What follows belongs to an exercise in optimizing a design on an open flow for small area; a production flow would make more cautious choices.
In this exercise RTL edits were held to simulation tests only and were not proved equivalent to the original.
Power and IR drop assume default switching activity.

==> flow/design.v <==
`timescale 1ns / 1ps
module decryption_regfile #(
			parameter addr_witdth = 8,
			parameter reg_width 	 = 16
		)(
			input clk, 
			input rst_n,
			input[addr_witdth - 1:0] addr,
			input read,
			input write,
			input [reg_width -1 : 0] wdata,
			output reg [reg_width -1 : 0] rdata,
			output reg done,
			output reg error,
			output reg[reg_width - 1 : 0] select,
			output reg[reg_width - 1 : 0] caesar_key,
			output reg[reg_width - 1 : 0] scytale_key,
			output reg[reg_width - 1 : 0] zigzag_key
    );
		reg [reg_width - 1: 0] select_register;
		reg [reg_width - 1: 0] caesar_key_register;
		reg [reg_width - 1: 0] scytale_key_register;
		reg [reg_width - 1: 0] zigzag_key_register;
		reg wtb;
		reg rdb;
		reg err;
		always @(posedge clk, negedge rst_n) begin
			if(!rst_n) begin
				select_register <= 16'h0;
				caesar_key_register <= 16'h0;
				scytale_key_register <= 16'hFFFF;
				zigzag_key_register <= 16'h02;
				rdata <= 16'h0;
				done <= 1'b0;
				error <= 1'b0;
				wtb <= 1'b0;
				rdb <= 1'b0;
				err <= 1'b0;
			end 
			else begin
				if(wtb || rdb) begin
					done <= 1;
					wtb <= 0;
					rdb <= 0;
				end
				else if(err) begin
					done <= 1;
					error <= 1;
					err <= 0;
				end
				else begin 
					error <= 0;
					done <= 0;
				end
				case(addr)
					8'h0: begin
						if(write) begin
							select_register[0] <= wdata[0];
							select_register[1] <= wdata[1];
							wtb <= 1;
						end
						else if(read) begin
							rdata <= select_register;
							rdb <= 1;
						end
					end
					8'h10: begin
						if(write) begin	
							caesar_key_register <= wdata;
							wtb <= 1;
						end
						else if (read) begin
							rdata <= caesar_key_register;
							rdb <= 1;
						end
					end
					8'h12: begin
						if(write) begin
							scytale_key_register <= wdata;
							wtb <= 1;
						end
						else if (read) begin
							rdata <= scytale_key_register;
							rdb <= 1;
						end
					end
					8'h14: begin
						if(write) begin
							zigzag_key_register <= wdata;
							wtb <= 1;
						end
						else if(read) begin
							rdata <= zigzag_key_register;
							rdb <= 1;
						end
					end
					default: err <= 1;
				endcase
			end
		end
		always @(*) begin
			select = select_register;
			caesar_key = caesar_key_register;
			scytale_key = scytale_key_register;
			zigzag_key = zigzag_key_register;
		end
endmodule
`timescale 1ns / 1ps
module demux #(
		parameter MST_DWIDTH = 32,
		parameter SYS_DWIDTH = 8
	)(
		input clk_sys,
		input clk_mst,
		input rst_n,
		input[15:0] select,
		input [MST_DWIDTH -1  : 0]	 data_i,
		input 						 	 valid_i,
		output reg [SYS_DWIDTH - 1 : 0] 	data0_o,
		output reg     						valid0_o,
		output reg [SYS_DWIDTH - 1 : 0] 	data1_o,
		output reg     						valid1_o,
		output reg [SYS_DWIDTH - 1 : 0] 	data2_o,
		output reg     						valid2_o
    );
		reg [SYS_DWIDTH+1:0] i,j;
		reg [0:(MST_DWIDTH*SYS_DWIDTH*2)-1] data;
	always @( negedge rst_n, posedge clk_sys) begin
		if(!rst_n) begin
			data0_o <= 0;
			valid0_o <= 0;
			data1_o <= 0;
			valid1_o <= 0;
			data2_o <= 0;
			valid2_o <= 0;
			data <= 0;
			i <= 0;
			j <= 0;
		end
		else if(clk_sys) begin
			if(valid_i) begin
				if(i-(4*(i>>2)) == 0)
					data[(i>>2)*MST_DWIDTH +: MST_DWIDTH] <= data_i;
				i <= i+1;
			end
			if( i>2 ) begin
					case(select)
						'h00:begin			
							valid0_o <= 1;
							data0_o <= data[j*SYS_DWIDTH +: SYS_DWIDTH];
							j <= j+1;
							if(j == i && i != 0) begin
								valid0_o <= 0;
								data0_o <=0;
								i <= 0;
								j <= 0;
								data <= 0;
							end
						end
						'h01:begin
							valid1_o <= 1;
							data1_o <= data[j*SYS_DWIDTH +: SYS_DWIDTH];
							j <= j+1;
							if(j == i && i != 0) begin
								valid1_o <= 0;
								i <= 0;
								j <= 0;
								data1_o <=0;
								data <= 0;
							end
						end
						'h02:begin
							valid2_o <= 1;
							data2_o <= data[j*SYS_DWIDTH +: SYS_DWIDTH];
							j <= j+1;
							if(j == i && i != 0) begin
								valid2_o <= 0;
								i <= 0;
								j <= 0;
								data2_o <=0;
								data<= 0;
							end
						end
					endcase
			end
		end
	end
endmodule
`timescale 1ns / 1ps
module caesar_decryption #(
				parameter D_WIDTH = 8,
				parameter KEY_WIDTH = 16
			)(
			input clk,
			input rst_n,
			input[D_WIDTH - 1:0] data_i,
			input valid_i,
			input[KEY_WIDTH - 1 : 0] key,
			output reg[D_WIDTH - 1:0] data_o,
			output reg valid_o,
			output reg busy
    );
		always @(posedge clk, negedge rst_n) begin
			if(!rst_n) begin
				valid_o <= 0;
				data_o <= 0;
				busy <= 0;
				data_o <= 0;
			end
			else begin
				if(valid_i) begin
					data_o <= data_i-key;
					valid_o <= 1;
				end
				else begin
					valid_o <= 0;
					data_o <= 0;
				end
			end
		end
endmodule
`timescale 1ns / 1ps
module scytale_decryption #(
			parameter D_WIDTH = 8, 
			parameter KEY_WIDTH = 8, 
			parameter MAX_NOF_CHARS = 50,
			parameter START_DECRYPTION_TOKEN = 8'hFA
		)(
			input clk,
			input rst_n,
			input[D_WIDTH - 1:0] data_i,
			input valid_i,
			input[KEY_WIDTH - 1 : 0] key_N,
			input[KEY_WIDTH - 1 : 0] key_M,
			output reg[D_WIDTH - 1:0] data_o,
			output reg valid_o,
			output reg busy
    );
			reg [D_WIDTH-1:0] string_mem [0:MAX_NOF_CHARS-1];  
			reg [5:0] i,j;  
			reg flag;  
			always @(posedge clk, negedge rst_n) begin
				if(!rst_n) begin
					busy <= 0;
					valid_o <= 0;
					data_o <= 0;	
					i <= 0;
					j <= 0;
					flag <= 0;
				end
				else begin
					if(valid_i && !busy) begin
						string_mem[i] <= data_i;
						i <= i+1;
					end
					if(data_i == START_DECRYPTION_TOKEN) begin
						busy <= 1;
					end
					if(busy) begin
							valid_o <= 1;
							data_o <= string_mem[j];
							if(j+key_N > i-2)
									j <= j+key_N+2-i;
							else 
									j <= j+key_N;
							if(j == i-2) begin
								flag <= 1;
								i <= 0;
							end
							if(flag) begin
								data_o <= 'h00;
								j <= 0;
								valid_o <= 0;
								busy <= 0;
								flag <= 0;
							end
					end
				end
			end
endmodule
`timescale 1ns / 1ps
module zigzag_decryption #(
				parameter D_WIDTH = 8,
				parameter KEY_WIDTH = 8,
				parameter MAX_NOF_CHARS = 50,
				parameter START_DECRYPTION_TOKEN = 8'hFA
			)(
			input clk,
			input rst_n,
			input[D_WIDTH - 1:0] data_i,
			input valid_i,
			input[KEY_WIDTH - 1 : 0] key,
			output reg[D_WIDTH - 1:0] data_o,
			output reg valid_o,
			output reg busy
    );
			reg [D_WIDTH-1:0] string_mem [0:MAX_NOF_CHARS-1];  
			reg [5:0] i,j;  
			reg flag, is_special;  
			reg [4:0] div, div3;  
			always @(posedge clk, negedge rst_n) begin
				if(!rst_n) begin
					busy <= 0;
					valid_o <= 0;
					data_o <= 0;	
					i <= 0;
					j <= 0;
					flag <= 0;
					div <= 0;
					div3 <= 0;
					is_special <= 0;
				end
				else begin
					if(valid_i && !busy) begin
						string_mem[i] <= data_i;
						i <= i+1;
						div <= i>>1;
						div3 <= (i-div)>>1;
						if(key == 2 && i[0] == 1)begin
							div <= div + 1;
						end	
					end
						if(data_i == START_DECRYPTION_TOKEN) begin
							busy <= 1;
							if(i-div-1-2*div3 == 1 && key == 3) begin
										is_special <= 1;
							end
							if(i-div-1-2*div3 == 0 && key == 3 && i[0] == 1) begin
								is_special <= 1;
								div3 <= div3 + 1;
							end
						end
						if(busy) begin
							valid_o <= 1;
							case(key)
									'h02: begin
											data_o <= string_mem[j];
											if(j < div) 
												j <= j+div; 
											else
												j <= j+1-div; 
											if((j == i-2 && i[0] == 1) || (j+div == i-1 && i[0] == 0)) begin
												flag <= 1;
												i <= 0;
											end
									end
									'h03: begin
												data_o <= string_mem[j];
												if(j < div3)
													j <= 2*j+div3;
												else if(j > div+div3-1 && j < i-1) begin
													if(!is_special) begin
															if(div[0] == 0)
																j <= j-(i-j+div3-2);
															else 
																j <= j-(i-j+div3-2)+1;
													end
													else begin
															if(div[0] == 1)
																j <= j-(i-j+div3-2);
															else 
																j <= j-(i-j+div3-2)+1;
													end
												end
												else begin
													if(div3[0] == 0) begin
														if(j[0] == 0)
															j <= j+div-((j-div3)>>1);
														else j <= ((j-div3)>>1)+1;
													end
													else begin
														if(j[0] == 1)
															j <= j+div-((j-div3)>>1);
														else j <= ((j-div3)>>1)+1;
													end
												end
												if(!is_special && ((j == i-2 && i[0] == 0) || (j+div3+1 == i-1 && i[0] == 1))) begin
													flag <= 1;
													i <= 0;
												end
												else if(is_special && ((j == div3+div-1 && i[0] == 1) || (j == div3-1 && i[0] == 0)))begin
													flag <= 1;
													i <= 0;
												end
									end
							endcase
											if(flag) begin
												data_o <= 'h00;
												j <= 0;
												valid_o <= 0;
												busy <= 0;
												flag <= 0;
												div <= 0;
												div3 <= 0;
												is_special<=0;
											end		
						end		
				end
			end
endmodule
`timescale 1ns / 1ps
module mux #(
		parameter D_WIDTH = 8
	)(
		input clk,
		input rst_n,
		input[15:0] select,
		output reg[D_WIDTH - 1 : 0] data_o,
		output reg						 valid_o,
		input [D_WIDTH - 1 : 0] 	data0_i,
		input   							valid0_i,
		input [D_WIDTH - 1 : 0] 	data1_i,
		input   							valid1_i,
		input [D_WIDTH - 1 : 0] 	data2_i,
		input     						valid2_i
    );
	always @(posedge clk, negedge rst_n) begin
		if(!rst_n) begin
			data_o <= 0;
			valid_o <= 0;
		end
		else begin
			case(select)
				'h00:begin
					data_o <= data0_i;
					if(data0_i != 'h00)
						valid_o <= 1;
					if(data0_i == 'h00 && valid_o) begin 
						valid_o <= 0;
						data_o <= 0;
					end
				end
				'h01:begin
					data_o <= data1_i;
					if(data1_i != 'h00)
						valid_o <= 1;
					if(data1_i == 'h00 && valid_o) begin
						valid_o <= 0;
						data_o <= 0;
					end
				end
				'h02:begin
					data_o <= data2_i;
					if(data2_i != 'h00)
						valid_o <= 1;
					if(data2_i == 'h00 && valid_o) begin
						valid_o <= 0;
						data_o <= 0;
					end
				end
			endcase
		end
	end
endmodule
`timescale 1ns / 1ps
module decryption_top #(
			parameter addr_witdth = 8,
			parameter reg_width 	 = 16,
			parameter MST_DWIDTH = 32,
			parameter SYS_DWIDTH = 8
		)(
		input clk_sys,
		input rst_n,
		input [MST_DWIDTH -1 : 0] data_i,
		input 						  valid_i,
		output busy,
		output [SYS_DWIDTH - 1 : 0] data_o,
		output      					 valid_o,
		input[addr_witdth - 1:0] addr,
		input read,
		input write,
		input [reg_width - 1 : 0] wdata,
		output[reg_width - 1 : 0] rdata,
		output done,
		output error
    );
		wire [reg_width-1 :0] select;
		wire [reg_width-1 :0] caesar_key;
		wire [reg_width-1 :0] scytale_key;
		wire [SYS_DWIDTH-1 :0] zigzag_key;
		wire [SYS_DWIDTH - 1 : 0] 	data0_o;
		wire     						valid0_o;
		wire [SYS_DWIDTH - 1 : 0] 	data0_o1;
		wire     						valid0_o1;
		wire [SYS_DWIDTH - 1 : 0] 	data1_o;
		wire     						valid1_o;
		wire [SYS_DWIDTH - 1 : 0] 	data1_o1;
		wire     						valid1_o1;
		wire [SYS_DWIDTH - 1 : 0] 	data2_o;
		wire     						valid2_o;
		wire [SYS_DWIDTH - 1 : 0] 	data2_o1;
		wire     						valid2_o1;
		wire busy0, busy1, busy2;
		decryption_regfile #(addr_witdth,reg_width) r(clk_sys,rst_n,addr,read,write,wdata,rdata,done,error,select,caesar_key,scytale_key,zigzag_key);
		demux #(MST_DWIDTH,SYS_DWIDTH) dm(clk_sys,1'b0,rst_n,select,data_i,valid_i,data0_o,valid0_o,data1_o,valid1_o,data2_o,valid2_o);
		caesar_decryption #(SYS_DWIDTH,reg_width) cd(clk_sys,rst_n,data0_o,valid0_o,caesar_key,data0_o1,valid0_o1, busy0);
		scytale_decryption #(SYS_DWIDTH,SYS_DWIDTH,50,8'hFA) sd(clk_sys,rst_n,data1_o,valid1_o,scytale_key[15:8],scytale_key[7:0],data1_o1,valid1_o1,busy1);
		zigzag_decryption #(SYS_DWIDTH,SYS_DWIDTH,50,8'hFA) zd(clk_sys,rst_n,data2_o,valid2_o,zigzag_key,data2_o1,valid2_o1,busy2);
		or or1(busy,busy0,busy1,busy2);
		mux #(SYS_DWIDTH) m(clk_sys,rst_n,select,data_o,valid_o, data0_o1,valid0_o1, data1_o1, valid1_o1, data2_o1, valid2_o1);
endmodule
==> flow/run.sh <==
#!/bin/bash
# synth_recipe.tcl (not shown) runs the flow's synth.tcl, then flattens the netlist and writes it again
# the make line also repeats each setting of config.mk as NAME=value (left out here)
make -C /OpenROAD-flow-scripts/flow DESIGN_CONFIG=/design/flow/config.mk WORK_HOME=/design/flow/orfs CLKGATE_MAP_FILE= SYNTH_SCRIPT=/design/flow/synth_recipe.tcl finish
==> flow/config.mk <==
export PLATFORM = sky130hd
export DESIGN_NAME = decryption_top
export DESIGN_NICKNAME = decryption_top
export VERILOG_FILES = /design/flow/design.v
export SDC_FILE = /design/flow/constraint.sdc
export NUM_CORES = 4
export LEC_CHECK = 0
export CAP_MARGIN = 20
export CORE_MARGIN = 2
export CORE_UTILIZATION = 40
export SLEW_MARGIN = 20
==> flow/constraint.sdc <==
create_clock -name core_clock -period 10.0 [get_ports {clk_sys}]
set_input_delay 2.0000 -clock core_clock [delete_from_list [all_inputs] [get_ports {clk_sys}]]
set_output_delay 2.0000 -clock core_clock [all_outputs]
set_load 0.01 [all_outputs]
==> notes.md <==
[sequential cells by signal, indices dropped and copies added (netlist names), 8 cells and up]
signal and cells:
dm.j 10, r.caesar_key_register 16, m.data_o 8, r.scytale_key_register 16
dm.data1_o 8, dm.data2_o 8, cd.data_o 8, r.rdata 16
sd.data_o 8, dm.i 10, sd.string_mem 400, zd.string_mem 400
dm.data0_o 8, dm.data 512, r.zigzag_key_register 16, zd.data_o 8
[worst register-to-register path: stages (launching register included)]
cell       delay, ns
dfrtp_1         0.69
inv_1           0.31
ha_1            0.28
nor2b_1         0.12
o21a_1          0.15
o21ai_0         0.10
nor4b_1         0.16
a2111oi_0       0.65
ha_1            0.41
nand2_1         0.09
a21oi_1         0.05
a211oi_2        0.57
nand2_1         0.13
ha_1            0.33
nor4_1          0.28
nand3b_1        0.11
nor3_1          0.23
and3_1          0.18
o2111ai_1       0.19
or3_1           0.56
mux2_1          0.36
a21oi_1         0.14
[per-layer routing]
metal,vias up,track usage,wire length (µm)
met1,24200,0.337,87300
li1,20800,-,-
met4,4,0.0904,8550
met5,-,0,25
met3,463,0.0478,19900
met2,2374,0.374,97100
[cell type report]
type	count	area share
Timing Repair Buffer	262	0.0287
Tap cell	2218	0.0361
Multi-Input combinational cell	3690	0.321
Sequential cell	1502	0.542
Clock buffer	225	0.0580
Antenna cell	1	0.0000325
Clock inverter	69	0.0108
Inverter	86	0.00420
[logic make-up (layout without fill, tap and decap cells)]
| logic type | count (synthesis) | count (layout) | synth area share |
|---|---|---|---|
| other | 0 | 1 | 0 |
| XOR/XNOR | 135 | 135 | 0.0175 |
| buffers and inverters | 459 | 642 | 0.0286 |
| AO/OA/AOI/OAI | 1192 | 1192 | 0.111 |
| adder cells (fa/ha/maj) | 166 | 166 | 0.0323 |
| AND/OR/NAND/NOR | 1903 | 1903 | 0.124 |
| flip-flops | 1502 | 1502 | 0.611 |
| multiplexers | 294 | 294 | 0.0751 |
[synthesized netlist by cell type (all sizes together), types with 23 or more instances]
cell type / count / share of area
nand2: 1127 / 0.062
a22o: 79 / 0.010
nand4: 90 / 0.0083
o21ai: 74 / 0.0054
mux2: 56 / 0.0093
inv: 83 / 0.0046
buf: 147 / 0.011
xnor2: 88 / 0.011
ha: 148 / 0.027
xor2: 47 / 0.0062
nand3: 87 / 0.0066
a21oi: 578 / 0.042
nor4: 42 / 0.0055
nor2b: 23 / 0.0021
nor2: 349 / 0.020
clkbuf: 226 / 0.012
a221oi: 59 / 0.0076
mux4: 168 / 0.056
dfrtp: 685 / 0.25
edfxtp: 800 / 0.35
a22oi: 276 / 0.030
nor3: 41 / 0.0032
mux2i: 70 / 0.010
[metrics by stage]
stage               instance area (µm²)   util  hold slack [ns]  total power [mW]  worst slack, ns
floorplan                         68100      -            0.442              10.5             4.86
global placement                  71500  0.423            0.463              11.7             3.75
detailed placement                71600  0.423            0.472              11.7             3.60
CTS                               76800  0.454            0.486              17.7             3.59
global route                      76900  0.454            0.498              18.5             3.17
finish                            76900  0.454            0.479              17.6             3.86
[placed cells by master (no fill, tap or decap), types with 44 or more instances in the layout]
cell	n
a21oi_1	576
a221oi_1	59
a22o_1	79
a22oi_1	276
buf_4	171
clkbuf_1	45
clkbuf_16	161
clkdlybuf4s50_1	85
dfrtp_1	666
edfxtp_1	800
ha_1	148
inv_1	83
mux2_2	55
mux2i_1	70
mux4_2	168
nand2_1	1127
nand3_1	86
nand4_1	90
nor2_1	305
nor2_2	44
o21ai_0	72
xnor2_1	88
xor2_1	46
[power groups by stage]
stage	combinational (mW)	sequential, mW	clock, mW
2_1_floorplan	3.00	7.48	0
3_3_place_gp	3.83	7.83	0
3_5_place_dp	3.88	7.86	0
4_1_cts	3.90	7.74	6.04
5_1_grt	4.35	7.81	6.29
6_report	3.93	7.74	5.97
[path summary, 6_finish.rpt]
check | startpoint | to | slack [ns]
worst max-delay path | zd.i[0] | zd.div3[0] | 3.86
worst min-delay path | r.err | r.done | 0.48
worst max register to register | zd.i[0] | zd.div3[0] | 3.86
worst min register to register | r.err | r.done | 0.48
max in group asynchronous | rst_n | dm.data[83] | 5.98
min in group asynchronous | rst_n | dm.data[422] | 1.15
==> results_dict.tcl <==
set metrics [dict create \
    ys_warn_count 9 \
    dieArea_mm2 0.174 \
    rows 151 \
    relSlewSlack 0.193 \
    post_cts_resized 0 \
    dpl.cell_count 7757 \
    tightest_slew_ns 1.21 \
    hold_depth 1 \
    initial_core_util 0.402 \
    coreArea_mm2 0.169 \
    cp.required_ns 10.74 \
    p_sw_frac 0.315 \
    fp.dieW_um 417 \
    grt.overflow.total 0 \
    power_frac_comb 0.223 \
    vias 47800 \
    synth-edff-count 800 \
    fmax_mhz 163 \
    cp_slowest_cell "dfrtp_1" \
    cp_common_cell "ha_1" \
    crit_path_max_incr_delay_ns 0.69 \
    syn_area_mm2 0.0681 \
    syn-instance-count 5651 \
    grtUsageTotal 0.242 \
    drtIter0Drc 6463 \
    via_per_inst 5.93 \
    yosysSeqAreaShare 0.611 \
    routed_wl_um 213000 \
    yosysUniqueCellTypes 92 \
    multi_input_area_mm2 0.0247 \
    grt_setup_unrepaired "no" \
    setup_tns_ns 0 \
    path_class "reg -> reg" \
    path_cells "inv_1 -> ha_1 -> nor2b_1 -> o21a_1 -> o21ai_0 -> nor4b_1 -> a2111oi_0 -> ha_1 -> nand2_1 -> a21oi_1 -> a211oi_2 -> nand2_1 -> ha_1 -> nor4_1 -> nand3b_1 -> nor3_1 -> and3_1 -> o2111ai_1 -> or3_1 -> mux2_1 -> a21oi_1" \
    cts-root-buf "clkbuf_16" \
    drive_gt1_frac 0.132 \
    nets 5929 \
    syn_area_per_cell_um2 12.0 \
    drt_pre_antenna_iters 8 \
    crit_cells 21 \
    seq_power_share 0.439 \
    first_global_vias 46200 \
    critPathBufInv 1 \
    ys_ff_latch 1502 \
    area_growth_pct 13.0 \
    clockPowerShare 0.339 \
    finalHoldViolations 0 \
    syn_nets 5877 \
    r2r_cells 21 \
    setup_viol 0 \
    slew_violations 0 \
    maxCapViolCount 0 \
    crit_family "simple AND/OR/NAND/NOR gates" \
    critPathCaptureType "flop" \
    place.gp.congestion 0.964 \
    power_density_mw_per_mm2 229 \
    regArea_mm2 0.0417 \
    clockBufferDepth 3 \
    synthFlopType "edfxtp_1" \
    fin_crit_ns 6.14 \
    clk_latency_ns 0.83 \
    wl_per_cell_um 26.4 \
    post_cts.repair.setup_buffers 0 \
    path_max_fanout 13 \
    arrival_ns 6.87 \
    cts_tree "done" \
    ys_async_sr_fraction 0.467 \
    drc 0 \
    startpoint_type "flop" \
    cts_sinks 1502 \
    clock_skew_ns 0.0544 \
    cts_buffers 161 \
    hp-class "reg -> reg" \
    final_cell_count_no_fill 8053 \
    antenna_found_initial 4 \
    grt_max_degree 230 \
    postRouteAntennaNets 0 \
    net-switching-power_mw 5.56 \
    p_int_mw 12.1 \
    fin_crit_sh 0.614 \
    n_fill_cell 15300 \
    grt_pass1_wl_um 313000 \
    die_h_um 417 \
    p_leak_nw 30.1 \
    hpwl_um 137000 \
    path_clk_slew_ns 0.06 \
    io_buffer_count 88 \
    hold_buffers 0 \
    pin_count 89 \
    irDropWorstVdd_v 0.000186 \
    h-tree-depth 4 \
    outcome "complete, no violations" \
]

==> port drivers added, routing unchanged <==
In the flow no input, the clock included, has a driving cell. The finished layout below was timed again as built, in two steps.
Step 1, drivers: a clkbuf_16 drives clk_sys and a buf_2 each remaining input, both assumed.
Step 2 times the ports against the registers' clock, not the clock port: input delays grow and output delays shrink by t, the midpoint of the rising clock arrivals with the driver on.
Three values: no drivers, after step 1, after step 2; two values: the first two.
t, ns: 0.886
slack for setup (ns): 3.865 / 3.865 / 3.865
worst slew at a driven data input, ns: 0.10
cell pins on the clock port's net: 1
After both steps this run still meets setup and hold. The setup slack of this run moves by 0.000 ns with the drivers and by 0.000 ns with both steps.
